This is an optimization exercise on Yosys and OpenROAD, whose aim is small area, not a production implementation. Where RTL was checked, it was by simulation tests only, not by an equivalence proof against the original. For run 8, only the layout was checked, not whether the RTL still works. No activity file was given, so power comes from the tool's default toggle rates.

**flow/design.v**
```verilog
module top(
  input  wire       mclk,
  input  wire       rst,
  input  wire [3:0] switch_in,
  output wire [6:0] SEG1,  
  output wire [6:0] SEG2,  
  output wire [6:0] SEG3,  
  output wire [6:0] SEG4,  
  output wire [6:0] SEG5,  
  output wire [6:0] SEG6,  
  output wire [7:0] LED
);
localparam [18:0] POL1 = 19'h2aaaa;
localparam [17:0] POL2 = 18'h2aaaa;
reg [18:0] r1;
reg        h1;
reg [17:0] r2;
reg        h2;
wire [18:0] x1 = r1 ^ POL1;
wire [17:0] x2 = r2 ^ POL2;
wire t1 = (r1 == (19'h32971 ^ POL1));
wire t2 = (r2 == (18'h01d62 ^ POL2));
wire tick1 = t1 & ~h1;
wire tick2 = t2 & ~h2;
wire [18:0] n1 = (rst | t1) ? 19'd0 : {x1[17:0], ~(x1[18] ^ x1[5])};
wire [17:0] n2 = (rst | t2) ? 18'd0 : {x2[16:0], ~(x2[17] ^ x2[6])};
always @(posedge mclk) begin
  r1 <= n1 ^ POL1;
  r2 <= n2 ^ POL2;
  if (rst | t1) h1 <= ~rst & ~h1;
  if (rst | t2) h2 <= ~rst & ~h2;
end
reg [3:0] s1n, s2, s3n, B;
wire [3:0] rise = s2 & s3n;
wire [3:0] fall = ~s3n & ~s2;
wire [3:0] rsel = {rise[3] & ~|rise[2:0], rise[2] & ~|rise[1:0], rise[1] & ~rise[0], rise[0]};
wire [3:0] fsel = {fall[3] & ~|fall[2:0], fall[2] & ~|fall[1:0], fall[1] & ~fall[0], fall[0]} & {4{~|rise}};
wire [3:0] press = rsel & ~B;
always @(posedge mclk) begin
  if (rst) begin
    s1n <= 4'hf; s2 <= 4'd0; s3n <= 4'hf; B <= 4'd0;
  end else begin
    s1n <= ~switch_in; s2 <= ~s1n; s3n <= ~s2;
    B <= (B | rsel) & ~fsel;
  end
end
function [2:0] cinc;
  input [2:0] c;
  cinc = {(c[2] & ~c[1]) | (c[1] & c[0]), (c[0] & ~c[1]) | (c[1] & ~c[0] & ~c[2]), ~c[0] & ~(c[2] & c[1])};
endfunction
reg m1, m2;           
reg [2:0] ct, ca;     
reg E;
always @(posedge mclk) begin
  if (rst | press[0]) begin m1 <= ~rst & ~m1 & ~m2; m2 <= ~rst & m1; end
  if (rst | (press[1] & m1)) ct <= cinc(ct) & {3{~rst}};
  if (rst | (press[1] & m2)) ca <= cinc(ca) & {3{~rst}};
  if (rst | press[3]) E <= ~rst & ~E;
end
function [3:0] inc10;
  input [3:0] d;
  inc10 = {(d[3] & ~d[0]) | (d[2] & d[1] & d[0]), d[2] ^ (d[1] & d[0]), d[1] ^ (d[0] & ~d[3]), ~d[0]};
endfunction
function [2:0] inc6;
  input [2:0] d;
  inc6 = {(d[2] & ~d[0]) | (d[1] & d[0]), d[1] ^ (d[0] & ~d[2]), ~d[0]};
endfunction
function [18:0] step;
  input [18:0] x;
  input [2:0]  c;
  input        en;
  reg [3:0] s, m, h;
  reg [2:0] s10, m10;
  reg h10, cy;
  begin
    {h10, h, m10, m, s10, s} = x;
    cy = en & (c == 3'd0);
    if (cy) begin cy = s[3] & s[0]; s = inc10(s); end
    cy = cy | (en & (c == 3'd1));
    if (cy) begin cy = s10[2] & s10[0]; s10 = inc6(s10); end
    cy = cy | (en & (c == 3'd2));
    if (cy) begin cy = m[3] & m[0]; m = inc10(m); end
    cy = cy | (en & (c == 3'd3));
    if (cy) begin cy = m10[2] & m10[0]; m10 = inc6(m10); end
    cy = cy | (en & (c == 3'd4));
    if (cy) begin
      if (h[3] & h[0]) begin h = 4'd0; h10 = ~h10; end
      else if (h10 & ~h[3] & ~h[2] & ~h[1] & h[0]) begin h = 4'd0; h10 = 1'b0; end
      else h = inc10(h);
    end
    if (en & (c == 3'd5)) h10 = ~h10;
    step = {h10, h, m10, m, s10, s};
  end
endfunction
reg [18:0] P, T, A;
wire [18:0] V = m1 ? T : (m2 ? A : P);
wire [2:0]  scur = m1 ? ct : (m2 ? ca : 3'd0);
wire        sen = (m1 | m2) ? press[2] : tick1;
wire [18:0] W = step(V, scur, sen) & {19{~rst}};    
always @(posedge mclk) begin
  if (rst | (~m1 & ~m2)) P <= W;
  else if (tick1 & m1)   P <= V;
  if (rst | m1) T <= W;
  if (rst | m2) A <= W;
end
wire s_ge = (P[3] & ~A[3]) | (~(P[3] ^ A[3]) & ((P[2] & ~A[2]) | (~(P[2] ^ A[2]) &
            ((P[1] & ~A[1]) | (~(P[1] ^ A[1]) & (P[0] | ~A[0]))))));
wire ring = E & (P[18:7] == A[18:7]) & (s_ge ? (P[6:4] == A[6:4]) : (P[6:4] == {A[6] ^ (A[5] & A[4]), A[5] ^ A[4], ~A[4]}));
reg K;
always @(posedge mclk) begin
  if (rst | tick2) K <= ~rst & ring & ~K;
end
assign LED = {m1, m2, E, {5{K}}};
wire [2:0]  cur = m1 ? ct : ca;
wire        blk = ~h2 & (m1 | m2);
function [6:0] dec4;
  input [3:0] d;
  begin
  dec4[0] = (~d[0]&~d[2]) | (d[0]&~d[1]&d[2]) | (d[1]&~d[3]) | (~d[1]&d[3]);
  dec4[1] = (~d[0]&~d[1]) | (~d[2]) | (d[0]&d[1]&~d[3]);
  dec4[2] = (~d[1]) | (d[0]&~d[2]) | (d[2]&~d[3]);
  dec4[3] = ~((~d[0]&~d[1]&d[2]) | (d[0]&d[1]&d[2]) | (d[0]&~d[1]&~d[2]&~d[3]));
  dec4[4] = ~((d[0]) | (~d[1]&d[2]));
  dec4[5] = ~((d[0]&d[1]) | (d[1]&~d[2]) | (d[0]&~d[2]&~d[3]));
  dec4[6] = ~((d[0]&d[1]&d[2]) | (~d[1]&~d[2]&~d[3]));
  end
endfunction
function [6:0] dec3;
  input [2:0] d;
  begin
  dec3[0] = ~((~d[0]&d[2]) | (d[0]&~d[1]&~d[2]));
  dec3[1] = (~d[0]&~d[1]) | (~d[2]);
  dec3[2] = (d[0]) | (~d[1]);
  dec3[3] = ~((~d[0]&d[2]) | (d[0]&~d[1]&~d[2]));
  dec3[4] = (~d[0]&~d[2]);
  dec3[5] = ~((d[1]) | (d[0]&~d[2]));
  dec3[6] = (d[1]&~d[2]) | (~d[1]&d[2]);
  end
endfunction
wire [5:0] bd = {6{blk}} & {cur == 3'd5, cur == 3'd4, cur == 3'd3, cur == 3'd2, cur == 3'd1, cur == 3'd0};
assign SEG6 = dec4(V[3:0] | {4{bd[0]}});
assign SEG5 = dec3({V[6] | bd[1], V[5] | bd[1], V[4] & ~bd[1]});
assign SEG4 = dec4(V[10:7] | {4{bd[2]}});
assign SEG3 = dec3({V[13] | bd[3], V[12] | bd[3], V[11] & ~bd[3]});
assign SEG2 = dec4(V[17:14] | {4{bd[4]}});
assign SEG1 = {1'b0, {3{~V[18] & ~bd[5]}}, {2{~bd[5]}}, ~V[18] & ~bd[5]};
endmodule
```
**flow/flow/run.sh**
```bash
#!/bin/bash
export BUFFER_PORTS_ARGS="-buffer_cell sky130_fd_sc_hd__buf_1"
export CTS_ARGS="-sink_clustering_enable -repair_clock_nets -dont_use_dummy_load -buf_list {sky130_fd_sc_hd__clkbuf_8 sky130_fd_sc_hd__clkbuf_4}"
bash standard.sh > standard.log 2>&1
```
**flow/standard.sh**
```bash
#!/bin/bash
# synth_recipe.tcl (not shown) runs the flow's synth.tcl, then flattens the netlist and writes it again
# the make line also repeats each setting of config.mk as NAME=value (left out here)
make -C /OpenROAD-flow-scripts/flow DESIGN_CONFIG=/design/flow/config.mk WORK_HOME=/design/flow/orfs CLKGATE_MAP_FILE= SYNTH_SCRIPT=/design/flow/synth_recipe.tcl "${@:-finish}"
```
**flow/config.mk**
```make
export PLATFORM = sky130hd
export DESIGN_NAME = top
export DESIGN_NICKNAME = top
export VERILOG_FILES = /design/flow/design.v
export SDC_FILE = /design/flow/constraint.sdc
export NUM_CORES = 4
export LEC_CHECK = 0
export ABC_AREA = 1
export CAP_MARGIN = 20
export CORE_MARGIN = 2
export CORE_UTILIZATION = 40
export SLEW_MARGIN = 20
```
**flow/constraint.sdc**
```tcl
create_clock -name core_clock -period 10.0 [get_ports {mclk}]
set_input_delay 2.0000 -clock core_clock [delete_from_list [all_inputs] [get_ports {mclk}]]
set_output_delay 2.0000 -clock core_clock [all_outputs]
set_load 0.01 [all_outputs]
```
==> qor.csv, run 1 <==
metric,value,unit
pin_count,56,
ant_nets,0,
syn_area,6050,sq um
combPwrFrac,24.7,%
drt-total-wl,14200,um
period_minus_slack,5370,ps
fin_hold_ws,374,ps
slew_viol_final,0,
timing.fmax,0.186,GHz
rsz0062_at_grt,false,
clkPwrFrac,25.5,%
min_delay_path_depth,1,
post_cts_buffers,0,
numCtsBuffers,17,
antenna_cells,0,
multiInputGateArea,2360,sq um
powerDensity,186,nW/um^2
vias,4947,
ys_types,44,
io_buffers,54,
synth-edff-count,69,
synth_largest_area_cell,edfxtp_1,
viasPerCell,5.24,
ys_async_sr_fraction,0,%
syn_inst,716,
final.period_utilization,53.7,%
place.gp.congestion,0.856,
drive_above_1_share,8.03,%
clk_pin_slew,60,ps
crit_path_end_kind,output port,
grt_pass1_wl,22700,um
cts_root_buf,clkbuf_8,
start_kind,flip-flop,
fin_worst_skew,23.3,ps
worstSetupPathType,flip-flop to output port,
syn_nets,726,
required,8000,ps
area_delta_synth_final,8.08,%
yosysTopAreaCellShare,34.2,%
setup-tns-final,0,ps
cts_tree,yes,
nets,772,
arrival,3370,ps
ctsHtreeMaxLevel,4,
grt_use_met3,4.65,%
finalHoldViolations,0,
clk_path_buf_depth,2,
met2_usage,29.3,%
synth.area.top_cells,"edfxtp_1, dfxtp_1, nand2_1, inv_1, nor2_1",
fill_cells,1432,
start_util,41.3,%
outcome,finished clean,
path_max_fanout,39,
tightest_slew,998,ps
dieArea,16100,sq um
drt_drc_violations_left,0,
die_h,127,um
ys_seq_area_share,51.7,%
drt-initial-drc-count,310,
power_frac_seq,49.8,%
num_rows,44,
r2r_cells,16,
power.leakage,2.70,nW
clock_latency,430,ps
synth-seq-cells,122,
swShare,32.4,%
hp-class,flip-flop to flip-flop,
drv_cap,0,
p_switching,0.394,mW
cts_resized,0,
regArea,3130,sq um
holdBufCountCts,0,
dp_hpwl,9880,um
grt_usage,18.1,%
worst_slack,4630,ps
grt.busiest_layer,met2,
use_met1,23.5,%
wl_per_cell,15.0,um
ys.flop_type,edfxtp_1,
grt-ovfl-total,0,
place_ws,5110,ps
setup_violations,0,
antenna_found_initial,0,
drt_first_pass_iters,5,
grt_pass1_vias,4530,
dieWidth,127,um
p_int,0.824,mW
worst_slew_margin_rel,33.3,%
core,14600,sq um
ys.warnings.count,1,
syn_avg_cell_area,8.46,sq um
cts_sinks,122,
grt_max_degree,40,
peakVddDrop,0.0000957,V
-- area by class of cell --
type / count / area share (%)
Sequential cell: 122 / 47.9
Multi-Input combinational cell: 470 / 36.1
Inverter: 92 / 5.28
Timing Repair Buffer: 59 / 3.67
Clock buffer: 17 / 3.58
Tap cell: 184 / 3.52
-- worst max-delay path, cell delays in order (launching register included) --
cell	delay, ps
edfxtp_1	610
inv_2	670
nand2_1	200
nand2_4	140
inv_1	70
nor2_1	140
nand3_1	220
inv_1	210
nor2_1	90
nand2_1	80
nor2_1	40
a221oi_1	210
o21ai_0	120
buf_1	140
-- state kept, by name, indices dropped and copies added (netlist names) --
| register | cells |
|---|---|
| r2 | 18 |
| P | 19 |
| m2 | 1 |
| ca | 3 |
| h1 | 1 |
| ct | 3 |
| s3n | 4 |
| s2 | 4 |
| h2 | 1 |
| B | 4 |
| E | 1 |
| r1 | 19 |
| A | 19 |
| s1n | 4 |
| T | 19 |
| m1 | 1 |
| K | 1 |
-- worst paths after layout --
kind                           from              end  slack [ps]
setup / recovery       m1$_DFFE_PP_          SEG2[0]        4630
hold / removal    r2[12]$_SDFF_PP0_   r2[13]$_DFF_P_         370
setup reg to reg       m1$_DFFE_PP_  P[12]$_DFFE_PP_        6860
hold reg to reg   r2[12]$_SDFF_PP0_   r2[13]$_DFF_P_         370
-- power groups by stage --
stage,registers (mW),clock network (mW),logic [mW]
floorplan,0.609,0,0.226
global placement,0.615,0,0.291
detailed placement,0.617,0,0.298
CTS,0.607,0.319,0.299
global route,0.611,0.337,0.337
finish,0.607,0.311,0.301
-- routing by layer --
layer	share of wire, %	up-vias
li1	-	2469
met1	45	2319
met2	47	136
met3	6.2	23
met4	2.0	0
met5	0	-
-- cell usage in the layout (no fill, tap or decap), types with 2 or more instances in the layout --
cell type and n:
nand3_2 3, xnor2_1 5, o21ai_2 7, and3_1 2, a31oi_1 4, o22ai_1 10, buf_4 5, o21ai_1 20
inv_1 82, xor2_1 8, nand2_2 11, a21oi_1 28, edfxtp_1 69, o211ai_1 8, nor2_2 4, o21a_1 3
nand2_4 4, nand3b_1 4, inv_2 7, buf_1 54, ha_1 4, nand4_1 8, nand2_1 144, nor3_1 12
o21ai_0 49, nor4_1 4, nor2_1 82, dfxtp_1 53, clkbuf_8 17, clkinv_1 3, nand3_1 30, a221oi_1 5
-- cell families after synthesis --
kind of cell             count (synthesis)  synth area share (%)
flip-flops                             122                  51.7
XOR/XNOR                                13                  1.88
AO/OA/AOI/OAI                          141                  13.5
buffers and inverters                  124                  9.34
AND/OR/NAND/NOR                        311                  22.6
other                                    1                0.0619
adder cells (fa/ha/maj)                  4                 0.827
-- stage by stage --
step	utilization [%]	instances	cell area (sq um)	power, mW
after floorplan	-	716	6050	0.835
after CTS	44.7	944	6540	1.23
after global placement	43.1	927	6310	0.906
after detailed placement	43.1	927	6310	0.915
final	44.7	944	6540	1.22
after global routing	44.7	944	6540	1.29
-- cell usage after synthesis (10+ instances only) --
master,count
nand2_2,11
nor2_1,82
buf_4,15
a21oi_1,28
edfxtp_1,69
nor3_1,12
o21ai_0,49
o21ai_1,20
inv_1,82
dfxtp_1,53
nand2_1,144
nand3_1,30
o22ai_1,10
==> run 2, diff against run 1 <==
==> flow/flow/run.sh (replaced) <==
#!/bin/bash
cp standard.sh standard_sh_copy.log
cp config.mk config_mk_copy.log
export BUFFER_PORTS_ARGS="-buffer_cell sky130_fd_sc_hd__buf_1"
bash standard.sh > standard.log 2>&1
--- a/flow/config.mk
+++ b/flow/config.mk
@@ -9,4 +9,5 @@
 export CAP_MARGIN = 20
 export CORE_MARGIN = 2
 export CORE_UTILIZATION = 40
+export CTS_BUF_LIST = sky130_fd_sc_hd__clkbuf_8 sky130_fd_sc_hd__clkbuf_4
 export SLEW_MARGIN = 20
==> qor.csv, run 2 <==
metric,value,unit,change
rsz0062_at_grt,false,,
setup-tns-final,0,ps,unchanged
drt_first_pass_iters,5,,unchanged
area_delta_synth_final,10.9,%,
grt_pass1_wl,23000,um,+1.2%
cts_root_buf,clkbuf_8,,
dieWidth,127,um,unchanged
final_cell_mix,"nand2_1, inv_1, nor2_1",,
num_rows,44,,unchanged
yosysTopAreaCellShare,34.2,%,unchanged
fill_cells,1423,,-0.63%
power,1.35,mW,+11%
arrival,3370,ps,about the same
syn_avg_cell_area,8.46,sq um,unchanged
ys_async_sr_fraction,0,%,unchanged
numCtsBuffers,17,,unchanged
rrSetupSlack,6850,ps,about the same
path_cells,"inv_2, nand2_1, nand2_4, inv_1, nor2_1, nand3_1, inv_1, nor2_1, nand2_1, nor2_1, a221oi_1, o21ai_0, buf_1",,
timing.fmax,0.186,GHz,unchanged
holdBufCountCts,0,,unchanged
drt-total-wl,14300,um,+1.1%
slew_viol_final,0,,unchanged
ctsHtreeMaxLevel,4,,unchanged
combPwrFrac,22.2,%,-2.5 points
clk_pin_slew,70,ps,about the same
ys_seq_area_share,51.7,%,unchanged
antenna_cells,0,,unchanged
tightest_slew,1010,ps,+14.1 ps
post_cts_buffers,0,,unchanged
cpMaxStageDelayCell,inv_2,,
swShare,31.9,%,-0.46 points
dp_hpwl,9880,um,unchanged
io_buffers,54,,unchanged
path_max_fanout,39,,unchanged
hp-class,flip-flop to flip-flop,,
drt-initial-drc-count,306,,-1.3%
syn_nets,726,,unchanged
p_int,0.922,mW,+12%
required,8000,ps,about the same
finalHoldViolations,0,,unchanged
synth.area.top_cells,"edfxtp_1, dfxtp_1, nand2_1, inv_1, nor2_1",,
antenna_found_initial,0,,unchanged
grt_usage,18.3,%,+0.22 points
synthTopCellsByCount,"nand2_1, inv_1, nor2_1",,
peakVddDrop,0.0000959,V,+0.20%
syn_inst,716,,unchanged
drv_cap,0,,unchanged
syn_area,6050,sq um,unchanged
cts_tree,yes,,
wl_per_cell,14.9,um,-0.53%
worst_slack,4630,ps,unchanged
crit_path_end_kind,output port,,
cts_resized,0,,unchanged
place_ws,5110,ps,unchanged
nets,772,,unchanged
final_common_cell,nand2_1,,
outcome,finished clean,,
ant_nets,0,,unchanged
clkPwrFrac,33.1,%,+7.6 points
ys_types,44,,unchanged
place.gp.congestion,0.856,,unchanged
clock_latency,430,ps,about the same
post-synth-top-count-cell,nand2_1,,
grt_max_degree,40,,unchanged
synth-seq-cells,122,,unchanged
fin_worst_skew,11.3,ps,-12.0 ps
dieArea,16100,sq um,unchanged
die_h,127,um,unchanged
dpl_cell_area,6310,sq um,unchanged
power_frac_seq,44.7,%,-5.1 points
start_util,41.3,%,unchanged
start_kind,flip-flop,,
final.period_utilization,53.7,%,unchanged
final_area,6710,sq um,+2.6%
p_switching,0.432,mW,+9.6%
drive_above_1_share,9.81,%,+1.8 points
ys.warnings.count,1,,unchanged
worstSetupPathType,flip-flop to output port,,
setup_violations,0,,unchanged
pin_count,56,,unchanged
clk_path_buf_depth,2,,unchanged
synth-edff-count,69,,unchanged
cts_sinks,122,,unchanged
cp_common_cell,nor2_1,,
vias,4965,,+0.36%
worst_slew_margin_rel,32.4,%,-0.94 points
grt-ovfl-total,0,,unchanged
drt_drc_violations_left,0,,unchanged
synth_largest_area_cell,edfxtp_1,,
grt_pass1_vias,4581,,+1.1%
core,14600,sq um,unchanged
period_minus_slack,5370,ps,unchanged
ys.flop_type,edfxtp_1,,
worst_path_largest_cell_delay,660,ps,about the same
viasPerCell,5.18,,-1.2%
powerDensity,202,nW/um^2,+8.3%
power.leakage,2.79,nW,+3.4%
fin_hold_ws,379,ps,+5.08 ps
run 2: cell counts after synthesis:
No cell type changed its count.
run 2: metal layers:
layer | up-vias | routed length [um] | GRT usage, %
met5 | - | 0 | 0
met4 | 0 | 295 | 5.95
met3 | 25 | 811 | 5.15
met2 | 129 | 6710 | 29.9
met1 | 2331 | 6500 | 23.7
li1 | 2480 | - | -
run 2: kinds of logic after synthesis:
group	Yosys count	share of synthesized area [%]
DFF	122	51.7
and+or+nand+nor	311	22.6
buffers and inverters	124	9.34
other	1	0.0619
AOI/OAI and AO/OA	141	13.5
adders and majority gates	4	0.827
xor gates and xnor gates	13	1.88
run 2: power groups by stage:
stage	Clock, mW	Combinational, mW	Sequential (mW)
after floorplan	0	0.226	0.609
after global placement	0	0.291	0.615
after detailed placement	0	0.298	0.617
after CTS	0.456	0.300	0.606
after global routing	0.476	0.337	0.611
final	0.448	0.300	0.606
run 2: worst paths after layout:
path,startpoint,cells after the start,endpoint
max,m1$_DFFE_PP_,13,SEG2[0]
min,s1n[1]$_SDFF_PP1_,1,s2[1]$_SDFF_PP0_
max reg2reg,m1$_DFFE_PP_,16,P[12]$_DFFE_PP_
min reg2reg,s1n[1]$_SDFF_PP1_,1,s2[1]$_SDFF_PP0_
run 2: layout make-up:
type,instances,area (sq um),area share [%]
sequential,122,3130,46.7
tap,184,230,3.43
inverter,92,345,5.14
clock inverter,10,114,1.70
clock buffer,22,290,4.32
timing repair buffer,59,240,3.58
multi-input combinational,470,2360,35.2
run 2: metrics by stage:
step	std cells	util, %
finish	959	45.8
global route	959	45.8
CTS	959	45.8
detailed placement	927	43.1
global placement	927	43.1
floorplan	716	-
run 2: worst max-delay path, delay by kind of cell (launching register included):
kind	cells	cell delay, ps
AND/OR/NAND/NOR	7	900
flip-flops	1	610
buffers and inverters	4	1080
AO/OA/AOI/OAI	2	330
==> run 3, diff against run 2 <==
==> flow/flow/run.sh (replaced) <==
#!/bin/bash
export BUFFER_PORTS_ARGS="-buffer_cell sky130_fd_sc_hd__buf_1"
export CTS_ARGS="-sink_clustering_enable -repair_clock_nets -dont_use_dummy_load -sink_clustering_size 24 -sink_clustering_max_diameter 80 -buf_list {sky130_fd_sc_hd__clkbuf_8}"
bash standard.sh > standard.log 2>&1
--- a/flow/config.mk
+++ b/flow/config.mk
@@ -8,6 +8,5 @@
 export ABC_AREA = 1
 export CAP_MARGIN = 20
 export CORE_MARGIN = 2
-export CORE_UTILIZATION = 40
-export CTS_BUF_LIST = sky130_fd_sc_hd__clkbuf_8 sky130_fd_sc_hd__clkbuf_4
+export CORE_UTILIZATION = 60
 export SLEW_MARGIN = 20
==> qor.csv, run 3 <==
metric,value,unit,change
drv_cap,0,,unchanged
r2r_cells,18,,+2
worstSetupPathType,flip-flop to output port,,
swShare,31.8,%,-0.12 points
ys_async_sr_fraction,0,%,unchanged
ctsHtreeMaxLevel,4,,unchanged
synthTopCellsByCount,"nand2_1, inv_1, nor2_1",,
p_int,0.824,mW,-11%
numCtsBuffers,17,,unchanged
grt_usage,25.6,%,+7.2 points
dieArea,10900,sq um,-32%
worst_slew_margin_rel,29.5,%,-2.9 points
wl_per_cell,15.0,um,+0.71%
outcome,finished clean,,
dp_hpwl,9290,um,-5.9%
antenna_found_initial,0,,unchanged
core,9770,sq um,-33%
synth-edff-count,69,,unchanged
top_layer,met4,,
grt_max_degree,40,,unchanged
drt-initial-drc-count,409,,+34%
grt_pass1_vias,4442,,-3.0%
clk_pin_slew,70,ps,about the same
viasPerCell,5.54,,+6.9%
holdBufCountCts,0,,unchanged
io_buffers,54,,unchanged
fin_worst_skew,28.1,ps,+16.8 ps
final_cell_count_no_fill,893,,-6.9%
grt_pass1_wl,21700,um,-5.7%
rrSetupSlack,6760,ps,-90 ps
clk_path_buf_depth,2,,unchanged
finalHoldViolations,0,,unchanged
clkPwrFrac,25.0,%,-8.1 points
pin_count,56,,unchanged
dr_wl_met2,6270,um,-6.6%
synth_largest_area_cell,edfxtp_1,,
cts_root_buf,clkbuf_8,,
post_cts_buffers,0,,unchanged
timing.fmax,0.183,GHz,-1.6%
hp-class,flip-flop to flip-flop,,
wl_met3,719,um,-11%
dieWidth,104,um,-18%
crit_end,SEG6[3],,
ys.warnings.count,1,,unchanged
ant_nets,0,,unchanged
final_cell_mix,"nand2_1, inv_1, nor2_1",,
power_frac_seq,50.1,%,+5.4 points
ys_types,44,,unchanged
start_kind,flip-flop,,
final.period_utilization,54.6,%,+0.89 points
antenna_cells,0,,unchanged
p_switching,0.384,mW,-11%
syn_area,6050,sq um,unchanged
cts_resized,0,,unchanged
start_util,61.9,%,+21 points
required,8000,ps,about the same
powerDensity,186,nW/um^2,-7.5%
startpoint,m1$_DFFE_PP_,,
rsz0062_at_grt,false,,
fill_cells,863,,-39%
vias,4943,,-0.44%
syn_avg_cell_area,8.46,sq um,unchanged
peakVddDrop,0.000117,V,+22%
area_delta_synth_final,7.03,%,
num_rows,36,,-18%
grt-ovfl-total,0,,unchanged
synth-seq-cells,122,,unchanged
setup_violations,0,,unchanged
setup-tns-final,0,ps,unchanged
ys.flop_type,edfxtp_1,,
power,1.21,mW,-11%
cts_sinks,122,,unchanged
period_minus_slack,5460,ps,+88.8 ps
hp-start,s1n[0]$_SDFF_PP1_,,
power.leakage,2.70,nW,-3.3%
worstReg2RegStart,m1$_DFFE_PP_,,
syn_nets,726,,unchanged
final_common_cell,nand2_1,,
clock_latency,430,ps,about the same
post-synth-top-count-cell,nand2_1,,
drive_above_1_share,8.03,%,-1.8 points
ys_seq_area_share,51.7,%,unchanged
syn_inst,716,,unchanged
place.gp.congestion,0.867,,+1.3%
crit_path_end_kind,output port,,
rr_endpoint,P[18]$_DFFE_PP_,,
nets,772,,unchanged
cts_tree,yes,,
dp.cells,876,,-5.5%
wl_met1,6200,um,-4.6%
drt_drc_violations_left,0,,unchanged
drt-total-wl,13400,um,-6.2%
combPwrFrac,24.9,%,+2.7 points
tightest_slew,1060,ps,+43.9 ps
fin_util,66.3,%,+20 points
synth.area.top_cells,"edfxtp_1, dfxtp_1, nand2_1, inv_1, nor2_1",,
path_max_fanout,39,,unchanged
die_h,104,um,-18%
fin_hold_ws,370,ps,-8.27 ps
arrival,3460,ps,+90 ps
slew_viol_final,0,,unchanged
yosysTopAreaCellShare,34.2,%,unchanged
drt_first_pass_iters,5,,unchanged
run 3: cell counts after synthesis:
No cell type changed its count.
run 3: area by class of cell:
class	instances	area, sq um	share of cell area [%]
Clock buffer	17	234	3.61
Tap cell	133	166	2.57
Timing Repair Buffer	59	240	3.71
Sequential cell	122	3130	48.3
Multi-Input combinational cell	470	2360	36.4
Inverter	92	345	5.33
run 3: critical path, stage by stage (launching register included):
cell	delay [ps]
edfxtp_1	660
inv_2	670
nand2_1	210
nand2_4	140
nand3_2	90
nor2_1	310
nor2_2	120
inv_1	150
nand2_1	120
nor2_1	120
a31oi_1	70
a21oi_1	160
a21oi_1	70
buf_1	140
run 3: logic make-up after synthesis:
family	Yosys count	synth area share (%)
xor+xnor	13	1.88
buf+inv	124	9.34
fa+ha+maj	4	0.827
simple gates	311	22.6
other cells	1	0.0619
flops	122	51.7
compound gates	141	13.5
run 3: worst min path at each step:
stage,endpoint,slack (ps),cells past startpoint
3_3_place_gp,s2[2]$_SDFF_PP0_,360,1
4_1_cts,s2[0]$_SDFF_PP0_,370,1
2_1_floorplan,s2[0]$_SDFF_PP0_,360,1
3_5_place_dp,s2[2]$_SDFF_PP0_,370,1
5_1_grt,s2[2]$_SDFF_PP0_,390,1
6_report,s2[0]$_SDFF_PP0_,370,1
run 3: layer usage:
layer,up-vias,GRT usage [%]
met4,0,9.46
met1,2302,34.7
met5,-,0
met2,160,40.7
li1,2461,-
met3,20,5.20
run 3: power by group through the flow:
stage | Sequential [mW] | Combinational (mW) | Clock (mW)
after global placement | 0.614 | 0.288 | 0
after detailed placement | 0.616 | 0.296 | 0
after global routing | 0.610 | 0.336 | 0.330
after CTS | 0.606 | 0.298 | 0.309
after floorplan | 0.609 | 0.226 | 0
final | 0.606 | 0.301 | 0.302
run 3: metrics by stage:
| step | worst slack [ps] | area, sq um |
|---|---|---|
| finish | 4540 | 6480 |
| floorplan | 6030 | 6050 |
| global route | 4310 | 6480 |
| CTS | 4560 | 6480 |
| global placement | 5200 | 6250 |
| detailed placement | 5020 | 6250 |
==> run 4, diff against run 3 <==
==> flow/flow/run.sh (replaced) <==
#!/bin/bash
export BUFFER_PORTS_ARGS="-buffer_cell sky130_fd_sc_hd__buf_1"
export CTS_ARGS="-sink_clustering_enable -repair_clock_nets -dont_use_dummy_load -buf_list {sky130_fd_sc_hd__clkbuf_16} -root_buf sky130_fd_sc_hd__clkbuf_16 -sink_clustering_size 40 -sink_clustering_max_diameter 150"
bash standard.sh > standard.log 2>&1
--- a/flow/config.mk
+++ b/flow/config.mk
@@ -8,5 +8,5 @@
 export ABC_AREA = 1
 export CAP_MARGIN = 20
 export CORE_MARGIN = 2
-export CORE_UTILIZATION = 60
+export CORE_UTILIZATION = 40
 export SLEW_MARGIN = 20
==> qor.csv, run 4 <==
metric,value,unit,change
ant_nets,0,,unchanged
post-synth-top-count-cell,nand2_1,,
nets,772,,unchanged
final_common_cell,nand2_1,,
drt-total-wl,14200,um,+5.7%
required,8000,ps,about the same
ys_seq_area_share,51.7,%,unchanged
synth-seq-cells,122,,unchanged
fill_cells,1429,,+66%
dieArea,16100,sq um,+48%
hp-class,flip-flop to flip-flop,,
finalHoldViolations,0,,unchanged
grt_pass1_vias,4543,,+2.3%
tightest_slew,1020,ps,-38.8 ps
outcome,finished clean,,
cts_tree,yes,,
final_area,6740,sq um,+3.9%
path_max_fanout,39,,unchanged
fin_worst_skew,18.9,ps,-9.22 ps
drv_cap,0,,unchanged
ys_types,44,,unchanged
dp.cells,927,,+5.8%
drt-initial-drc-count,319,,-22%
ys_async_sr_fraction,0,%,unchanged
rsz0062_at_grt,false,,
synth-edff-count,69,,unchanged
start_util,41.3,%,-21 points
ys.warnings.count,1,,unchanged
antenna_found_initial,0,,unchanged
syn_nets,726,,unchanged
core,14600,sq um,+50%
place.gp.congestion,0.856,,-1.3%
drive_above_1_share,8.03,%,unchanged
pin_count,56,,unchanged
place_ws,5110,ps,+92.4 ps
final_cell_count_no_fill,944,,+5.7%
fin_util,46.0,%,-20 points
synth_largest_area_cell,edfxtp_1,,
setup_violations,0,,unchanged
syn_area,6050,sq um,unchanged
io_buffers,54,,unchanged
setup-tns-final,0,ps,unchanged
grt_pass1_wl,22800,um,+5.0%
viasPerCell,5.18,,-6.4%
crit_path_end_kind,output port,,
num_rows,44,,+22%
start_kind,flip-flop,,
timing.fmax,0.187,GHz,+2.3%
vias,4893,,-1.0%
period_minus_slack,5340,ps,-120 ps
fin_hold_ws,376,ps,+6.01 ps
power.leakage,2.78,nW,+3.2%
die_h,127,um,+22%
peakVddDrop,0.000123,V,+5.3%
final_cell_mix,"nand2_1, inv_1, nor2_1",,
clock_latency,410,ps,-20 ps
yosysTopAreaCellShare,34.2,%,unchanged
antenna_cells,0,,unchanged
drt_drc_violations_left,0,,unchanged
synthTopCellsByCount,"nand2_1, inv_1, nor2_1",,
dpl_cell_area,6310,sq um,+1.0%
ctsHtreeMaxLevel,4,,unchanged
powerDensity,205,nW/um^2,+10%
syn_inst,716,,unchanged
slew_viol_final,0,,unchanged
drt_first_pass_iters,5,,unchanged
power,1.38,mW,+14%
worstSetupPathType,flip-flop to output port,,
arrival,3340,ps,-120 ps
holdBufCountCts,0,,unchanged
final.period_utilization,53.4,%,-1.2 points
cts_resized,0,,unchanged
grt_usage,18.2,%,-7.4 points
post_cts_buffers,0,,unchanged
grt-ovfl-total,0,,unchanged
synth.area.top_cells,"edfxtp_1, dfxtp_1, nand2_1, inv_1, nor2_1",,
cts_sinks,122,,unchanged
grt_max_degree,40,,unchanged
numCtsBuffers,17,,unchanged
dp_hpwl,9880,um,+6.3%
wl_per_cell,15.0,um,about the same
dieWidth,127,um,+22%
worst_slack,4660,ps,+120 ps
ys.flop_type,edfxtp_1,,
clk_path_buf_depth,2,,unchanged
syn_avg_cell_area,8.46,sq um,unchanged
clk_pin_slew,50,ps,-20 ps
area_delta_synth_final,11.2,%,
cts_root_buf,clkbuf_16,,
worst_slew_margin_rel,32.1,%,+2.6 points
run 4: cell count changes in the layout (fill, tap and decap cells not counted):
cell	previous run	this run
clkbuf_16	0	17
clkbuf_8	17	0
run 4: logic make-up after synthesis:
logic type / synth area share, %
AO/OA/AOI/OAI: 13.5
XOR/XNOR: 1.88
adder cells (fa/ha/maj): 0.827
buffers and inverters: 9.34
flip-flops: 51.7
other: 0.0619
AND/OR/NAND/NOR: 22.6
run 4: routing by layer:
layer	GRT usage (%)	vias to the layer above	share of wire (%)	wire length, um
met5	0	-	0	0
met4	6.66	0	1.8	257
met3	4.86	20	7.3	1030
met2	29.5	153	47	6660
met1	23.4	2252	44	6240
li1	-	2468	-	-
run 4: worst paths after layout:
| path | startpoint | endpoint | slack (ps) | cells past startpoint |
|---|---|---|---|---|
| setup / recovery | m1$_DFFE_PP_ | SEG2[0] | 4660 | 13 |
| setup reg to reg | m1$_DFFE_PP_ | P[12]$_DFFE_PP_ | 6890 | 16 |
| hold / removal | s1n[1]$_SDFF_PP1_ | s2[1]$_SDFF_PP0_ | 380 | 1 |
| hold reg to reg | s1n[1]$_SDFF_PP1_ | s2[1]$_SDFF_PP0_ | 380 | 1 |
run 4: report_power, final:
part	internal, mW	switching [mW]	leakage [nW]
clock	0.292	0.182	0.209
sequential	0.583	0.0244	1.16
combinational	0.0932	0.207	1.41
run 4: worst max-delay path, stage by stage, from the launching register on:
cell and delay (ps):
edfxtp_1 600, inv_2 660, nand2_1 200, nand2_4 140, inv_1 70, nor2_1 140, nand3_1 230, inv_1 220
nor2_1 90, nand2_1 80, nor2_1 40, a221oi_1 210, o21ai_0 120, buf_1 140
run 4: area by class of cell:
type,instances,area [sq um],share of cell area [%]
Multi-Input combinational cell,470,2360,35.1
Inverter,92,345,5.13
Clock buffer,17,425,6.32
Sequential cell,122,3130,46.5
Timing Repair Buffer,59,240,3.57
Tap cell,184,230,3.42
==> run 5, diff against run 4 <==
==> flow/flow/run.sh (replaced) <==
#!/bin/bash
export BUFFER_PORTS_ARGS="-buffer_cell sky130_fd_sc_hd__buf_1"
export CTS_ARGS="-sink_clustering_enable -repair_clock_nets -dont_use_dummy_load -buf_list {sky130_fd_sc_hd__clkbuf_4} -root_buf sky130_fd_sc_hd__clkbuf_8"
bash standard.sh > standard.log 2>&1
==> qor.csv, run 5 <==
metric,value,unit,change
cts_tree,yes,,
grt_pass1_wl,22700,um,-0.15%
holdBufCountCts,0,,unchanged
nets,772,,unchanged
rsz0062_at_grt,false,,
outcome,finished clean,,
dieArea,16100,sq um,unchanged
setup-tns-final,0,ps,unchanged
ys.warnings.count,1,,unchanged
power.leakage,2.65,nW,-4.6%
synth_largest_area_cell,edfxtp_1,,
dieWidth,127,um,unchanged
grt_usage,18.1,%,-0.072 points
grt_use_met3,5.03,%,+0.17 points
cts_root_buf,clkbuf_8,,
tightest_slew,998,ps,-19.0 ps
start_kind,flip-flop,,
p_switching,0.384,mW,-7.0%
multiInputGateArea,2360,sq um,unchanged
grt_pass1_vias,4540,,-0.066%
grt-ovfl-total,0,,unchanged
power,1.14,mW,-17%
place.gp.congestion,0.856,,unchanged
synthTopCellsByCount,"nand2_1, inv_1, nor2_1",,
path_max_fanout,39,,unchanged
combPwrFrac,26.3,%,+4.5 points
ctsHtreeMaxLevel,4,,unchanged
core,14600,sq um,unchanged
start_util,41.3,%,unchanged
met2_usage,29.4,%,-0.13 points
area_delta_synth_final,6.43,%,
p_int,0.757,mW,-22%
worstSetupPathType,flip-flop to output port,,
final_common_cell,nand2_1,,
clk_path_buf_depth,2,,unchanged
post_cts_buffers,0,,unchanged
vias,4956,,+1.3%
synth-edff-count,69,,unchanged
clk_pin_slew,90,ps,+40 ps
syn_avg_cell_area,8.46,sq um,unchanged
fin_util,44.0,%,-2.0 points
synth.area.top_cells,"edfxtp_1, dfxtp_1, nand2_1, inv_1, nor2_1",,
synth-seq-cells,122,,unchanged
setup_violations,0,,unchanged
swShare,33.7,%,+3.8 points
clock_latency,420,ps,about the same
regArea,3130,sq um,unchanged
drt_drc_violations_left,0,,unchanged
die_h,127,um,unchanged
antenna_found_initial,0,,unchanged
required,8000,ps,about the same
num_rows,44,,unchanged
power_frac_seq,53.0,%,+9.0 points
antenna_cells,0,,unchanged
use_met1,23.5,%,+0.027 points
worst_slew_margin_rel,33.3,%,+1.3 points
crit_path_end_kind,output port,,
cts_resized,0,,unchanged
fin_worst_skew,39.2,ps,+20.3 ps
timing.fmax,0.187,GHz,about the same
finalHoldViolations,0,,unchanged
syn_inst,716,,unchanged
grt.busiest_layer,met2,,
fill_cells,1453,,+1.7%
final.period_utilization,53.4,%,about the same
ys_types,44,,unchanged
syn_nets,726,,unchanged
yosysTopAreaCellShare,34.2,%,unchanged
pin_count,56,,unchanged
wl_per_cell,15.0,um,-0.51%
syn_area,6050,sq um,unchanged
numCtsBuffers,17,,unchanged
clkPwrFrac,20.7,%,-14 points
cts_sinks,122,,unchanged
drt_first_pass_iters,4,,-1
period_minus_slack,5340,ps,+1.31 ps
drv_cap,0,,unchanged
viasPerCell,5.25,,+1.3%
final_cell_mix,"nand2_1, inv_1, nor2_1",,
slew_viol_final,0,,unchanged
hp-class,flip-flop to flip-flop,,
drt-total-wl,14100,um,-0.51%
ys_seq_area_share,51.7,%,unchanged
arrival,3340,ps,about the same
grt_max_degree,40,,unchanged
ys.flop_type,edfxtp_1,,
post-synth-top-count-cell,nand2_1,,
drt-initial-drc-count,328,,+2.8%
dp_hpwl,9880,um,unchanged
peakVddDrop,0.0000939,V,-24%
drive_above_1_share,8.03,%,unchanged
powerDensity,177,nW/um^2,-14%
ant_nets,0,,unchanged
ys_async_sr_fraction,0,%,unchanged
io_buffers,54,,unchanged
-- run 5: cell count changes in the layout (fill, tap and decap cells not counted) --
| cell | change |
|---|---|
| clkbuf_4 | +16 |
| clkbuf_16 | -17 |
| clkbuf_8 | +1 |
-- run 5: cells by family after synthesis --
| family | count (synthesis) | synth area share, % |
|---|---|---|
| AO/OA/AOI/OAI | 141 | 13.5 |
| XOR/XNOR | 13 | 1.88 |
| adder cells (fa/ha/maj) | 4 | 0.827 |
| buffers and inverters | 124 | 9.34 |
| flip-flops | 122 | 51.7 |
| other | 1 | 0.0619 |
| AND/OR/NAND/NOR | 311 | 22.6 |
-- run 5: critical path, stage by stage (launching register included) --
cell and delay, ps:
edfxtp_1 620, inv_2 670, nand2_1 200, nand2_4 140, inv_1 70, nor2_1 130
nand3_1 210, inv_1 210, nor2_1 90, nand2_1 80, nor2_1 40, a221oi_1 210
o21ai_0 120, buf_1 140
-- run 5: final timing paths --
check	cells past startpoint	to	slack (ps)	start
worst max-delay path	13	SEG2[0]	4660	m1$_DFFE_PP_
worst max register to register	18	P[18]$_DFFE_PP_	6870	m1$_DFFE_PP_
worst min register to register	1	r2[13]$_DFF_P_	370	r2[12]$_SDFF_PP0_
worst min-delay path	1	r2[13]$_DFF_P_	370	r2[12]$_SDFF_PP0_
-- run 5: power groups by stage --
stage / registers, mW / clock network [mW] / logic, mW
after CTS: 0.606 / 0.243 / 0.300
final: 0.605 / 0.236 / 0.300
after global placement: 0.615 / 0 / 0.291
after global routing: 0.611 / 0.260 / 0.337
after detailed placement: 0.617 / 0 / 0.298
after floorplan: 0.609 / 0 / 0.226
-- run 5: layout make-up --
type | instances | share of cell area (%)
Sequential cell | 122 | 48.6
Tap cell | 184 | 3.57
Timing Repair Buffer | 59 | 3.73
Multi-Input combinational cell | 470 | 36.6
Inverter | 92 | 5.36
Clock buffer | 17 | 2.08
-- run 5: stage by stage --
step / area, sq um / hold WS [ps] / setup WS [ps] / cells
global route: 6440 / 393 / 4350 / 944
floorplan: 6050 / 363 / 6030 / 716
CTS: 6440 / 380 / 4670 / 944
finish: 6440 / 368 / 4660 / 944
detailed placement: 6310 / 369 / 5110 / 927
global placement: 6310 / 368 / 5200 / 927
-- run 5: layer usage --
metal	up-vias	wire length [um]
li1	2466	-
met1	2328	6420
met2	139	6570
met3	23	862
met4	0	265
met5	-	0
==> run 6, diff against run 5 <==
--- a/flow/design.v
+++ b/flow/design.v
@@ -57,46 +57,33 @@
   if (rst | (press[1] & m2)) ca <= cinc(ca) & {3{~rst}};
   if (rst | press[3]) E <= ~rst & ~E;
 end
-function [3:0] inc10;
-  input [3:0] d;
-  inc10 = {(d[3] & ~d[0]) | (d[2] & d[1] & d[0]), d[2] ^ (d[1] & d[0]), d[1] ^ (d[0] & ~d[3]), ~d[0]};
-endfunction
-function [2:0] inc6;
-  input [2:0] d;
-  inc6 = {(d[2] & ~d[0]) | (d[1] & d[0]), d[1] ^ (d[0] & ~d[2]), ~d[0]};
-endfunction
-function [18:0] step;
-  input [18:0] x;
-  input [2:0]  c;
-  input        en;
-  reg [3:0] s, m, h;
-  reg [2:0] s10, m10;
-  reg h10, cy;
-  begin
-    {h10, h, m10, m, s10, s} = x;
-    cy = en & (c == 3'd0);
-    if (cy) begin cy = s[3] & s[0]; s = inc10(s); end
-    cy = cy | (en & (c == 3'd1));
-    if (cy) begin cy = s10[2] & s10[0]; s10 = inc6(s10); end
-    cy = cy | (en & (c == 3'd2));
-    if (cy) begin cy = m[3] & m[0]; m = inc10(m); end
-    cy = cy | (en & (c == 3'd3));
-    if (cy) begin cy = m10[2] & m10[0]; m10 = inc6(m10); end
-    cy = cy | (en & (c == 3'd4));
-    if (cy) begin
-      if (h[3] & h[0]) begin h = 4'd0; h10 = ~h10; end
-      else if (h10 & ~h[3] & ~h[2] & ~h[1] & h[0]) begin h = 4'd0; h10 = 1'b0; end
-      else h = inc10(h);
-    end
-    if (en & (c == 3'd5)) h10 = ~h10;
-    step = {h10, h, m10, m, s10, s};
-  end
-endfunction
 reg [18:0] P, T, A;
-wire [18:0] V = m1 ? T : (m2 ? A : P);
-wire [2:0]  scur = m1 ? ct : (m2 ? ca : 3'd0);
-wire        sen = (m1 | m2) ? press[2] : tick1;
-wire [18:0] W = step(V, scur, sen) & {19{~rst}};    
+wire        m0 = ~m1 & ~m2;
+wire [18:0] V = ({19{m1}} & T) | ({19{m2}} & A) | ({19{m0}} & P);
+wire [2:0]  cur = ({3{m1}} & ct) | ({3{m2}} & ca);    
+wire        sen = m0 ? tick1 : press[2];
+wire [5:0]  sel = {6{sen}} & {cur == 3'd5, cur == 3'd4, cur == 3'd3, cur == 3'd2, cur == 3'd1, cur == 3'd0};
+wire [3:0] vs = V[3:0];
+wire [2:0] vs10 = V[6:4];
+wire [3:0] vm = V[10:7];
+wire [2:0] vm10 = V[13:11];
+wire [3:0] vh = V[17:14];
+wire       vh10 = V[18];
+wire e0 = sel[0];
+wire e1 = (e0 & vs[3] & vs[0]) | sel[1];
+wire e2 = (e1 & vs10[2] & vs10[0]) | sel[2];
+wire e3 = (e2 & vm[3] & vm[0]) | sel[3];
+wire e4 = (e3 & vm10[2] & vm10[0]) | sel[4];
+wire h9 = vh[3] & vh[0];
+wire h11 = vh10 & ~vh[3] & ~vh[2] & ~vh[1] & vh[0];
+wire [18:0] tog = {
+  (e4 & (h9 | h11)) | sel[5],
+  e4 & vh[0] & (vh[3] | (vh[2] & vh[1])), e4 & vh[1] & vh[0], e4 & vh[0] & ~vh[3] & ~h11, e4,
+  e3 & vm10[0] & (vm10[1] | vm10[2]), e3 & vm10[0] & ~vm10[2], e3,
+  e2 & vm[0] & (vm[3] | (vm[2] & vm[1])), e2 & vm[1] & vm[0], e2 & vm[0] & ~vm[3], e2,
+  e1 & vs10[0] & (vs10[1] | vs10[2]), e1 & vs10[0] & ~vs10[2], e1,
+  e0 & vs[0] & (vs[3] | (vs[2] & vs[1])), e0 & vs[1] & vs[0], e0 & vs[0] & ~vs[3], e0};
+wire [18:0] W = (V ^ tog) & {19{~rst}};    
 always @(posedge mclk) begin
   if (rst | (~m1 & ~m2)) P <= W;
   else if (tick1 & m1)   P <= V;
@@ -111,7 +98,6 @@
   if (rst | tick2) K <= ~rst & ring & ~K;
 end
 assign LED = {m1, m2, E, {5{K}}};
-wire [2:0]  cur = m1 ? ct : ca;
 wire        blk = ~h2 & (m1 | m2);
 function [6:0] dec4;
   input [3:0] d;
==> flow/flow/run.sh (replaced) <==
#!/bin/bash
# The standard layout (standard.sh), with two changes made through the
# variables ORFS reads:
#  - each port gets the smallest buffer cell (buf_1) as its port buffer;
#  - clock tree synthesis uses clkbuf_4 (clkbuf_8 at the root) and inserts no
#    dummy loads.
# All of make's output goes to standard.log in this folder.
export BUFFER_PORTS_ARGS="-buffer_cell sky130_fd_sc_hd__buf_1"
export CTS_ARGS="-sink_clustering_enable -repair_clock_nets -dont_use_dummy_load -buf_list {sky130_fd_sc_hd__clkbuf_4} -root_buf sky130_fd_sc_hd__clkbuf_8"
bash standard.sh > standard.log 2>&1
==> qor.csv, run 6 <==
metric,value,unit,change
final_common_cell,nand2_1,,
drt-total-wl,14000,um,-0.64%
vias,4994,,+0.77%
grt_pass1_wl,22600,um,-0.67%
startpoint,m1$_DFFE_PP_,,
clk_pin_slew,120,ps,+30 ps
cp_top_family,simple AND/OR/NAND/NOR gates,,
path_cells,"nor2_8, nand2_1, nand2_1, inv_1, or2_2, a31oi_1, a21oi_1, buf_1",,
crit_path_end_kind,output port,,
power_frac_seq,53.4,%,+0.4 points
dpl_cell_area,6430,sq um,+1.9%
start_util,40.9,%,-0.41 points
dieWidth,129,um,+1.3%
clock_latency,410,ps,about the same
hold_path_end,r2[13]$_DFF_P_,,
fin_worst_skew,36.1,ps,-3.12 ps
period_minus_slack,5150,ps,-192 ps
drt-initial-drc-count,375,,+14%
ys.warnings.count,1,,unchanged
grt_max_degree,32,,-20%
post-synth-top-count-cell,nand2_1,,
dieArea,16600,sq um,+2.7%
outcome,finished clean,,
synth-seq-cells,122,,unchanged
antenna_cells,0,,unchanged
area_delta_synth_final,5.47,%,
power.leakage,2.77,nW,+4.3%
syn_nets,735,,+1.2%
ys_async_sr_fraction,0,%,unchanged
combPwrFrac,26.0,%,-0.3 points
finalHoldViolations,0,,unchanged
final_cell_mix,"nand2_1, inv_1, nor2_1",,
r2r_cells,17,,-1
swShare,33.7,%,+0.040 points
start_kind,flip-flop,,
grt_pass1_vias,4670,,+2.9%
syn_avg_cell_area,8.64,sq um,+2.2%
cts_root_buf,clkbuf_8,,
drv_cap,0,,unchanged
grt-ovfl-total,0,,unchanged
p_switching,0.384,mW,about the same
dp_hpwl,9800,um,-0.73%
grt_usage,17.4,%,-0.71 points
synth-edff-count,69,,unchanged
worstReg2RegStart,m1$_DFFE_PP_,,
nets,779,,+0.91%
post_cts_buffers,0,,unchanged
core,15200,sq um,+3.8%
synth.area.top_cells,"edfxtp_1, dfxtp_1, nand2_1, inv_1, nor2_1",,
ys_types,51,,+16%
slew_viol_final,0,,unchanged
p_int,0.755,mW,-0.25%
drt_first_pass_iters,6,,+2
ys.flop_type,edfxtp_1,,
rr_endpoint,P[12]$_DFFE_PP_,,
cts_tree,yes,,
pin_count,56,,unchanged
multiInputGateArea,2450,sq um,+3.7%
cts_resized,0,,unchanged
peakVddDrop,0.000104,V,+11%
cts_sinks,122,,unchanged
setup-tns-final,0,ps,unchanged
worst_path_largest_cell_delay,860,ps,+190 ps
wl_per_cell,14.8,um,-1.3%
worst_slew_margin_rel,23.7,%,-9.6 points
die_h,129,um,+1.3%
min_delay_path_depth,1,,unchanged
timing.fmax,0.194,GHz,+3.7%
num_rows,45,,+2.3%
regArea,3130,sq um,unchanged
tightest_slew,1140,ps,+147 ps
powerDensity,174,nW/um^2,-2.0%
clk_path_buf_depth,2,,unchanged
cp_common_cell,nand2_1,,
worstSetupPathType,flip-flop to output port,,
path_max_fanout,29,,-26%
place.gp.congestion,0.895,,+4.6%
crit_buf_inv,2,,-2
syn_area,6220,sq um,+2.8%
hp-start,r2[12]$_SDFF_PP0_,,
ant_nets,0,,unchanged
drt_drc_violations_left,0,,unchanged
fill_cells,1518,,+4.5%
final.period_utilization,51.5,%,-1.9 points
final_area,6560,sq um,+1.8%
power,1.14,mW,-0.18%
ctsHtreeMaxLevel,4,,unchanged
setup_violations,0,,unchanged
holdBufCountCts,0,,unchanged
clkPwrFrac,20.5,%,-0.2 points
synth_largest_area_cell,edfxtp_1,,
numCtsBuffers,17,,unchanged
arrival,3150,ps,-190 ps
antenna_found_initial,0,,unchanged
drive_above_1_share,9.19,%,+1.2 points
syn_inst,720,,+0.56%
synthTopCellsByCount,"nand2_1, inv_1, nor2_1",,
io_buffers,54,,unchanged
yosysTopAreaCellShare,33.3,%,-0.92 points
rsz0062_at_grt,false,,
viasPerCell,5.26,,+0.13%
rrSetupSlack,6220,ps,-650 ps
cpMaxStageDelayCell,edfxtp_1,,
hp-class,flip-flop to flip-flop,,
required,8000,ps,about the same
ys_seq_area_share,50.4,%,-1.4 points
[run 6: cell count changes in the layout (fill, tap and decap cells not counted), moves of 4 or more]
cell	delta
nand2_1	+31
nand3_1	-12
nor2_1	-12
a21oi_2	+10
inv_1	+10
o21ai_1	-10
a21oi_1	-9
a22o_1	+6
nand2_2	-6
o21ai_0	-6
ha_1	+5
o21ai_2	-4
[run 6: how the worst max path moves through the flow]
| stage | endpoint | slack [ps] | cells past startpoint |
|---|---|---|---|
| finish | SEG6[3] | 4850 | 8 |
| global route | SEG2[3] | 4530 | 11 |
| detailed placement | SEG6[3] | 5300 | 8 |
| CTS | SEG6[3] | 4860 | 8 |
| floorplan | SEG3[3] | 6200 | 10 |
| global placement | SEG6[3] | 5370 | 8 |
[run 6: final cells by class]
| cell class | count | area share [%] |
|---|---|---|
| Timing Repair Buffer | 57 | 3.43 |
| Inverter | 101 | 5.89 |
| Multi-Input combinational cell | 465 | 37.3 |
| Tap cell | 188 | 3.58 |
| Sequential cell | 122 | 47.7 |
| Clock buffer | 17 | 2.04 |
[run 6: metrics by stage]
step           worst slack (ps)  instances  utilization, %  hold WS (ps)
3_3_place_gp               5370        933            42.3           364
3_5_place_dp               5300        933            42.3           368
6_report                   4850        950            43.2           366
2_1_floorplan              6200        720               -           363
5_1_grt                    4530        950            43.2           361
4_1_cts                    4860        950            43.2           364
[run 6: logic make-up (layout without fill, tap and decap cells)]
family                     count (synthesis)  in the layout  synth area share, %
buffers and inverters                    133            175                 10.4
adders and majority gates                  9              9                 1.81
DFF                                      122            122                 50.4
xor gates and xnor gates                  11             11                 1.55
other                                      1              1               0.0603
AOI/OAI and AO/OA                        125            125                 12.8
and+or+nand+nor                          319            319                 23.1
[run 6: power by group through the flow]
stage / clock [mW] / sequential (mW) / combinational (mW)
floorplan: 0 / 0.608 / 0.233
global placement: 0 / 0.619 / 0.284
detailed placement: 0 / 0.620 / 0.294
CTS: 0.242 / 0.609 / 0.295
global route: 0.262 / 0.615 / 0.333
finish: 0.234 / 0.609 / 0.297
[run 6: metal layers]
metal,GRT usage (%),share of wire [%]
met1,22.6,44
met2,29.0,48
met3,4.49,6.1
met4,4.60,1.4
met5,0,0
==> run 7, diff against run 6 <==
--- a/flow/config.mk
+++ b/flow/config.mk
@@ -5,7 +5,7 @@
 export SDC_FILE = /design/flow/constraint.sdc
 export NUM_CORES = 4
 export LEC_CHECK = 0
-export ABC_AREA = 1
+export ABC_AREA = 0
 export CAP_MARGIN = 20
 export CORE_MARGIN = 2
 export CORE_UTILIZATION = 40
==> qor.csv, run 7 <==
metric,value,unit,change
outcome,finished clean,,
drt_first_pass_iters,4,,-2
final.period_utilization,50.7,%,-0.74 points
start_kind,flip-flop,,
ys.warnings.count,1,,unchanged
ctsHtreeMaxLevel,4,,unchanged
path_max_fanout,32,,+10%
dpl_cell_area,6270,sq um,-2.5%
synth-seq-cells,122,,unchanged
antenna_found_initial,0,,unchanged
synth_top_family_by_area,compound AO/OA/AOI/OAI gates,,
arrival,3070,ps,-80 ps
drt-total-wl,13200,um,-5.9%
cts_root_buf,clkbuf_8,,
syn_avg_cell_area,9.95,sq um,+15%
worst_slack,4930,ps,+74.1 ps
wl_per_cell,16.0,um,+8.1%
peakVddDrop,0.0000927,V,-11%
ys_seq_area_share,51.9,%,+1.6 points
final_cell_count_no_fill,827,,-13%
worstSetupPathType,flip-flop to output port,,
ys_types,67,,+31%
drt-initial-drc-count,344,,-8.3%
period_minus_slack,5070,ps,-74.1 ps
ys.flop_type,edfxtp_1,,
numCtsBuffers,17,,unchanged
grt_usage,17.0,%,-0.36 points
dp.cells,810,,-13%
synth.area.top_cells,"edfxtp_1, dfxtp_1, nor2_1, a21oi_1, nand2_1",,
clk_pin_slew,100,ps,-20 ps
grt_pass1_vias,4374,,-6.3%
antenna_cells,0,,unchanged
dieArea,16100,sq um,-3.0%
tightest_slew,794,ps,-350 ps
setup-tns-final,0,ps,unchanged
rsz0062_at_grt,false,,
grt_max_degree,35,,+9.4%
slew_viol_final,0,,unchanged
synthTopCellsByCount,"nor2_1, edfxtp_1, a21oi_1",,
cts_resized,0,,unchanged
fin_util,43.7,%,+0.54 points
synth-adder-area-share,1.87,%,+0.057 points
core,14600,sq um,-3.7%
cts_sinks,122,,unchanged
power.leakage,2.44,nW,-12%
finalHoldViolations,0,,unchanged
setup_violations,0,,unchanged
final_area,6400,sq um,-2.5%
worst_slew_margin_rel,47.0,%,+23 points
syn_inst,606,,-16%
yosysTopAreaCellShare,34.3,%,+1.0 points
drive_above_1_share,7.47,%,-1.7 points
drv_cap,0,,unchanged
synth-edff-count,69,,unchanged
cts_tree,yes,,
drt_drc_violations_left,0,,unchanged
die_h,127,um,-1.5%
area_delta_synth_final,6.12,%,
fin_worst_skew,38.8,ps,+2.70 ps
crit_path_end_kind,output port,,
post-synth-top-count-cell,nor2_1,,
nets,660,,-15%
syn_nets,621,,-16%
io_buffers,54,,unchanged
hp-class,flip-flop to flip-flop,,
vias,4487,,-10%
grt_pass1_wl,21700,um,-3.8%
start_util,41.2,%,+0.26 points
synth_compound_area_share,17.9,%,+5.1 points
timing.fmax,0.197,GHz,+1.5%
syn_area,6030,sq um,-3.1%
viasPerCell,5.43,,+3.2%
ys_async_sr_fraction,0,%,unchanged
synth-xor-area-share,4.07,%,+2.5 points
pin_count,56,,unchanged
required,8000,ps,about the same
grt-ovfl-total,0,,unchanged
synth_largest_area_cell,edfxtp_1,,
dp_hpwl,8990,um,-8.3%
holdBufCountCts,0,,unchanged
clock_latency,400,ps,about the same
final_cell_mix,"nor2_1, edfxtp_1, a21oi_1",,
clk_path_buf_depth,2,,unchanged
synthMuxAreaShare,1.02,%,+1.0 points
post_cts_buffers,0,,unchanged
place_ws,5330,ps,+32.0 ps
final_common_cell,nor2_1,,
yosys.area_share.simple,17.8,%,-5.3 points
dieWidth,127,um,-1.5%
num_rows,44,,-2.2%
ant_nets,0,,unchanged
place.gp.congestion,0.806,,-10%
powerDensity,174,nW/um^2,about the same
==> run 7: power by group <==
group          total [mW]  leakage, nW  switching, mW  internal, mW
logic               0.279         1.19          0.180        0.0983
clock network       0.231       0.0808          0.148        0.0834
registers           0.603         1.17         0.0266         0.577
total                1.11         2.44          0.354         0.758
==> run 7: final timing paths <==
path / slack (ps) / cells after the start / from / end
min reg2reg: 350 / 1 / r1[8]$_SDFF_PP0_ / r1[9]$_DFF_P_
max reg2reg: 6240 / 13 / m2$_DFFE_PP_ / P[15]$_DFFE_PP_
min: 350 / 1 / r1[8]$_SDFF_PP0_ / r1[9]$_DFF_P_
max: 4930 / 8 / m2$_DFFE_PP_ / SEG4[3]
==> run 7: critical path: stages, from the launching register on <==
cell and delay, ps:
edfxtp_1 360, buf_4 270, nor2_4 450, buf_4 420, a21oi_1 300, and3_1 270
or3_1 310, a21oi_1 140, buf_1 160
==> run 7: through the flow <==
stage               total power [mW]  hold WS [ps]
floorplan                      0.822           353
global placement               0.885           360
detailed placement             0.892           365
CTS                             1.12           352
global route                    1.18           353
finish                          1.11           353
==> run 7: layout make-up <==
class,count,area (sq um)
sequential,122,3130
inverter,19,71.3
clock buffer,17,134
multi-input combinational,425,2580
timing repair buffer,60,249
tap,184,230
fill,1414,8240
==> run 7: metal layers <==
metal	GRT usage (%)	up-vias	wire (um)
met4	4.33	0	193
met2	27.9	106	6130
met3	4.18	15	618
met5	0	-	0
met1	22.7	2129	6260
li1	-	2237	-
==> run 7: cell families (layout without fill, tap and decap cells) <==
family | Yosys count | count (layout)
other | 1 | 1
DFF | 122 | 122
AOI/OAI and AO/OA | 158 | 158
muxes | 6 | 6
buffers and inverters | 59 | 96
and+or+nand+nor | 223 | 223
adders and majority gates | 9 | 9
xor gates and xnor gates | 28 | 28
==> run 8, diff against run 7 <==
--- a/flow/design.v
+++ b/flow/design.v
@@ -85,8 +85,7 @@
   e0 & vs[0] & (vs[3] | (vs[2] & vs[1])), e0 & vs[1] & vs[0], e0 & vs[0] & ~vs[3], e0};
 wire [18:0] W = (V ^ tog) & {19{~rst}};    
 always @(posedge mclk) begin
-  if (rst | (~m1 & ~m2)) P <= W;
-  else if (tick1 & m1)   P <= V;
+  P <= ({19{rst | m0}} & W) | ({19{~rst & m1 & tick1}} & V) | ({19{~rst & ~m0 & ~(m1 & tick1)}} & P);
   if (rst | m1) T <= W;
   if (rst | m2) A <= W;
 end
==> qor.csv, run 8 <==
metric,value,unit,change
synth.area.top_cells,"edfxtp_1, dfxtp_1, nor2_1, nand2_1, a21oi_1",,
syn_inst,638,,+5.3%
grt_pass1_vias,4583,,+4.8%
pin_count,56,,unchanged
worstReg2RegStart,m1$_DFFE_PP_,,
worstSetupPathType,flip-flop to output port,,
crit_path_end_kind,output port,,
drt_first_pass_iters,5,,+1
drv_cap,0,,unchanged
place.gp.congestion,0.813,,+0.97%
ys_types,68,,+1.5%
post-synth-top-count-cell,nor2_1,,
vias,4835,,+7.8%
drt-total-wl,14000,um,+6.4%
post_cts_buffers,0,,unchanged
ys_seq_area_share,49.0,%,-2.9 points
clk_path_buf_depth,2,,unchanged
required,8000,ps,about the same
hp-class,flip-flop to flip-flop,,
dp_hpwl,9750,um,+8.4%
worst_slew_margin_rel,35.9,%,-11 points
cts_resized,0,,unchanged
cts_tree,yes,,
tightest_slew,961,ps,+167 ps
syn_avg_cell_area,9.41,sq um,-5.5%
fin_worst_skew,47.5,ps,+8.80 ps
grt_pass1_wl,23000,um,+6.1%
dieArea,16000,sq um,-0.46%
die_h,127,um,-0.23%
viasPerCell,5.66,,+4.3%
r2r_cells,9,,-4
min_delay_path_depth,1,,unchanged
syn_nets,653,,+5.2%
dieWidth,127,um,-0.23%
antenna_found_initial,0,,unchanged
holdBufCountCts,0,,unchanged
antenna_cells,0,,unchanged
start_util,41.1,%,-0.042 points
outcome,finished clean,,
hp-start,r1[11]$_DFF_P_,,
drt_drc_violations_left,0,,unchanged
io_buffers,54,,unchanged
grt_max_degree,49,,+40%
startpoint,m1$_DFFE_PP_,,
synth-edff-count,50,,-28%
ctsHtreeMaxLevel,4,,unchanged
start_kind,flip-flop,,
period_minus_slack,5370,ps,+294 ps
ant_nets,0,,unchanged
numCtsBuffers,17,,unchanged
cts_root_buf,clkbuf_8,,
nets,687,,+4.1%
drive_above_1_share,7.01,%,-0.45 points
synth_largest_area_cell,edfxtp_1,,
power,1.04,mW,-6.6%
path_max_fanout,35,,+9.4%
ys.flop_type,dfxtp_1,,
rsz0062_at_grt,false,,
slew_viol_final,0,,unchanged
grt-ovfl-total,0,,unchanged
core,14600,sq um,-0.38%
final_cell_mix,"nor2_1, nand2_1, dfxtp_1",,
synthTopCellsByCount,"nor2_1, nand2_1, dfxtp_1",,
setup_violations,0,,unchanged
synth-seq-cells,122,,unchanged
setup-tns-final,0,ps,unchanged
peakVddDrop,0.0000805,V,-13%
clock_latency,430,ps,+30 ps
power.leakage,2.46,nW,+0.77%
yosysTopAreaCellShare,25.0,%,-9.3 points
area_delta_synth_final,5.88,%,
wl_per_cell,16.4,um,+3.1%
num_rows,44,,unchanged
grt_usage,18.2,%,+1.2 points
final_common_cell,nor2_1,,
timing.fmax,0.186,GHz,-5.5%
cts_sinks,122,,unchanged
clk_pin_slew,120,ps,+20 ps
drt-initial-drc-count,317,,-7.8%
ys.warnings.count,1,,unchanged
arrival,3370,ps,+300 ps
ys_async_sr_fraction,0,%,unchanged
powerDensity,164,nW/um^2,-5.9%
finalHoldViolations,0,,unchanged
final.period_utilization,53.7,%,+2.9 points
syn_area,6000,sq um,-0.48%
run 8: cell count changes in the layout (fill, tap and decap cells not counted), moves of 4 or more:
cell | previous run | this run
nand2_1 | 57 | 80
dfxtp_1 | 53 | 72
edfxtp_1 | 69 | 50
a21oi_1 | 60 | 51
nor2_1 | 88 | 95
and2_1 | 9 | 3
a221o_1 | 1 | 6
a22oi_1 | 2 | 7
o211ai_1 | 2 | 7
a21oi_2 | 6 | 2
nand4b_1 | 3 | 7
nor4_1 | 4 | 8
run 8: where the power goes:
part           leakage (nW)  internal [mW]  switching (mW)
registers              1.12          0.552          0.0205
logic                  1.26         0.0777           0.153
clock network        0.0808         0.0831           0.153
run 8: area by class of cell:
type                    count  area, sq um
multi-input cells         454         2740
inverters                  17         63.8
flip-flops and latches    122         2940
well taps                 184          230
repair buffers             60          249
fillers                  1445         8230
clock buffers              17          134
run 8: worst max-delay path, cell delays in order, from the launching register on:
cell and delay [ps]:
edfxtp_1 340, buf_4 400, nor2_4 180, buf_4 260, a21oi_1 790, nor2_1 210
or3_1 400, a21oi_1 160, buf_1 160
run 8: routing by layer:
layer,vias to the layer above,routed length [um],part of all wire (%),GRT usage (%)
li1,2331,-,-,-
met1,2348,6440,46,23.6
met2,138,6560,47,29.2
met3,18,792,5.6,4.93
met4,0,255,1.8,6.72
met5,-,0,0,0
run 8: stage by stage:
stage | instances | instance area [sq um] | util [%] | setup slack, ps | hold WS, ps
after floorplan | 638 | 6000 | - | 5800 | 353
after global placement | 837 | 6220 | 42.7 | 5290 | 364
after detailed placement | 837 | 6220 | 42.7 | 5140 | 368
after CTS | 854 | 6360 | 43.6 | 4650 | 382
after global routing | 854 | 6360 | 43.6 | 4420 | 395
final | 854 | 6360 | 43.6 | 4630 | 376
run 8: kinds of logic after synthesis:
kind of cell | after synthesis | share of synthesized area [%]
compound gates | 155 | 18.3
xor+xnor | 24 | 3.50
fa+ha+maj | 9 | 1.88
buf+inv | 62 | 5.40
flops | 122 | 49.0
mux | 5 | 0.834
other cells | 1 | 0.0625
simple gates | 260 | 21.0
run 8: final timing paths:
| check | end | slack [ps] |
|---|---|---|
| worst max-delay path | SEG2[3] | 4630 |
| worst min-delay path | r1[12]$_SDFF_PP0_ | 380 |
| worst max register to register | T[18]$_DFFE_PP_ | 6640 |
| worst min register to register | r1[12]$_SDFF_PP0_ | 380 |

static timing again, ports no longer ideal:
The results above use ideal ports. As a check the final layouts listed here were re-extracted and re-timed, cells and wires unchanged.
Step 1 assumes that a clkbuf_16 drives the clock port and a buf_2 every other input.
Step 2 times the ports against the registers' clock, not the clock port: input delays grow and output delays shrink by t, the midpoint of the rising clock arrivals with the driver on.
Slacks: no drivers / after step 1 / after step 2; pairs: no drivers / after step 1.
run	t, ns	setup slack, ns	clock arrival spread, ns	worst register clock-pin slew, ns
run 1	0.454	4.632 / 4.597 / 5.051	0.026 / 0.026	0.07 / 0.07
run 2	0.463	4.632 / 4.597 / 5.059	0.013 / 0.013	0.08 / 0.08
run 3	0.452	4.543 / 4.509 / 4.960	0.028 / 0.029	0.07 / 0.07
run 4	0.440	4.663 / 4.625 / 5.065	0.020 / 0.020	0.05 / 0.05
run 5	0.430	4.662 / 4.624 / 5.055	0.043 / 0.043	0.11 / 0.11
run 6	0.431	4.854 / 4.817 / 5.249	0.047 / 0.047	0.12 / 0.12
run 7	0.417	4.928 / 4.894 / 5.311	0.044 / 0.045	0.12 / 0.12
run 8	0.444	4.635 / 4.597 / 5.041	0.048 / 0.048	0.12 / 0.12
After both steps setup and hold are still met in every run listed.
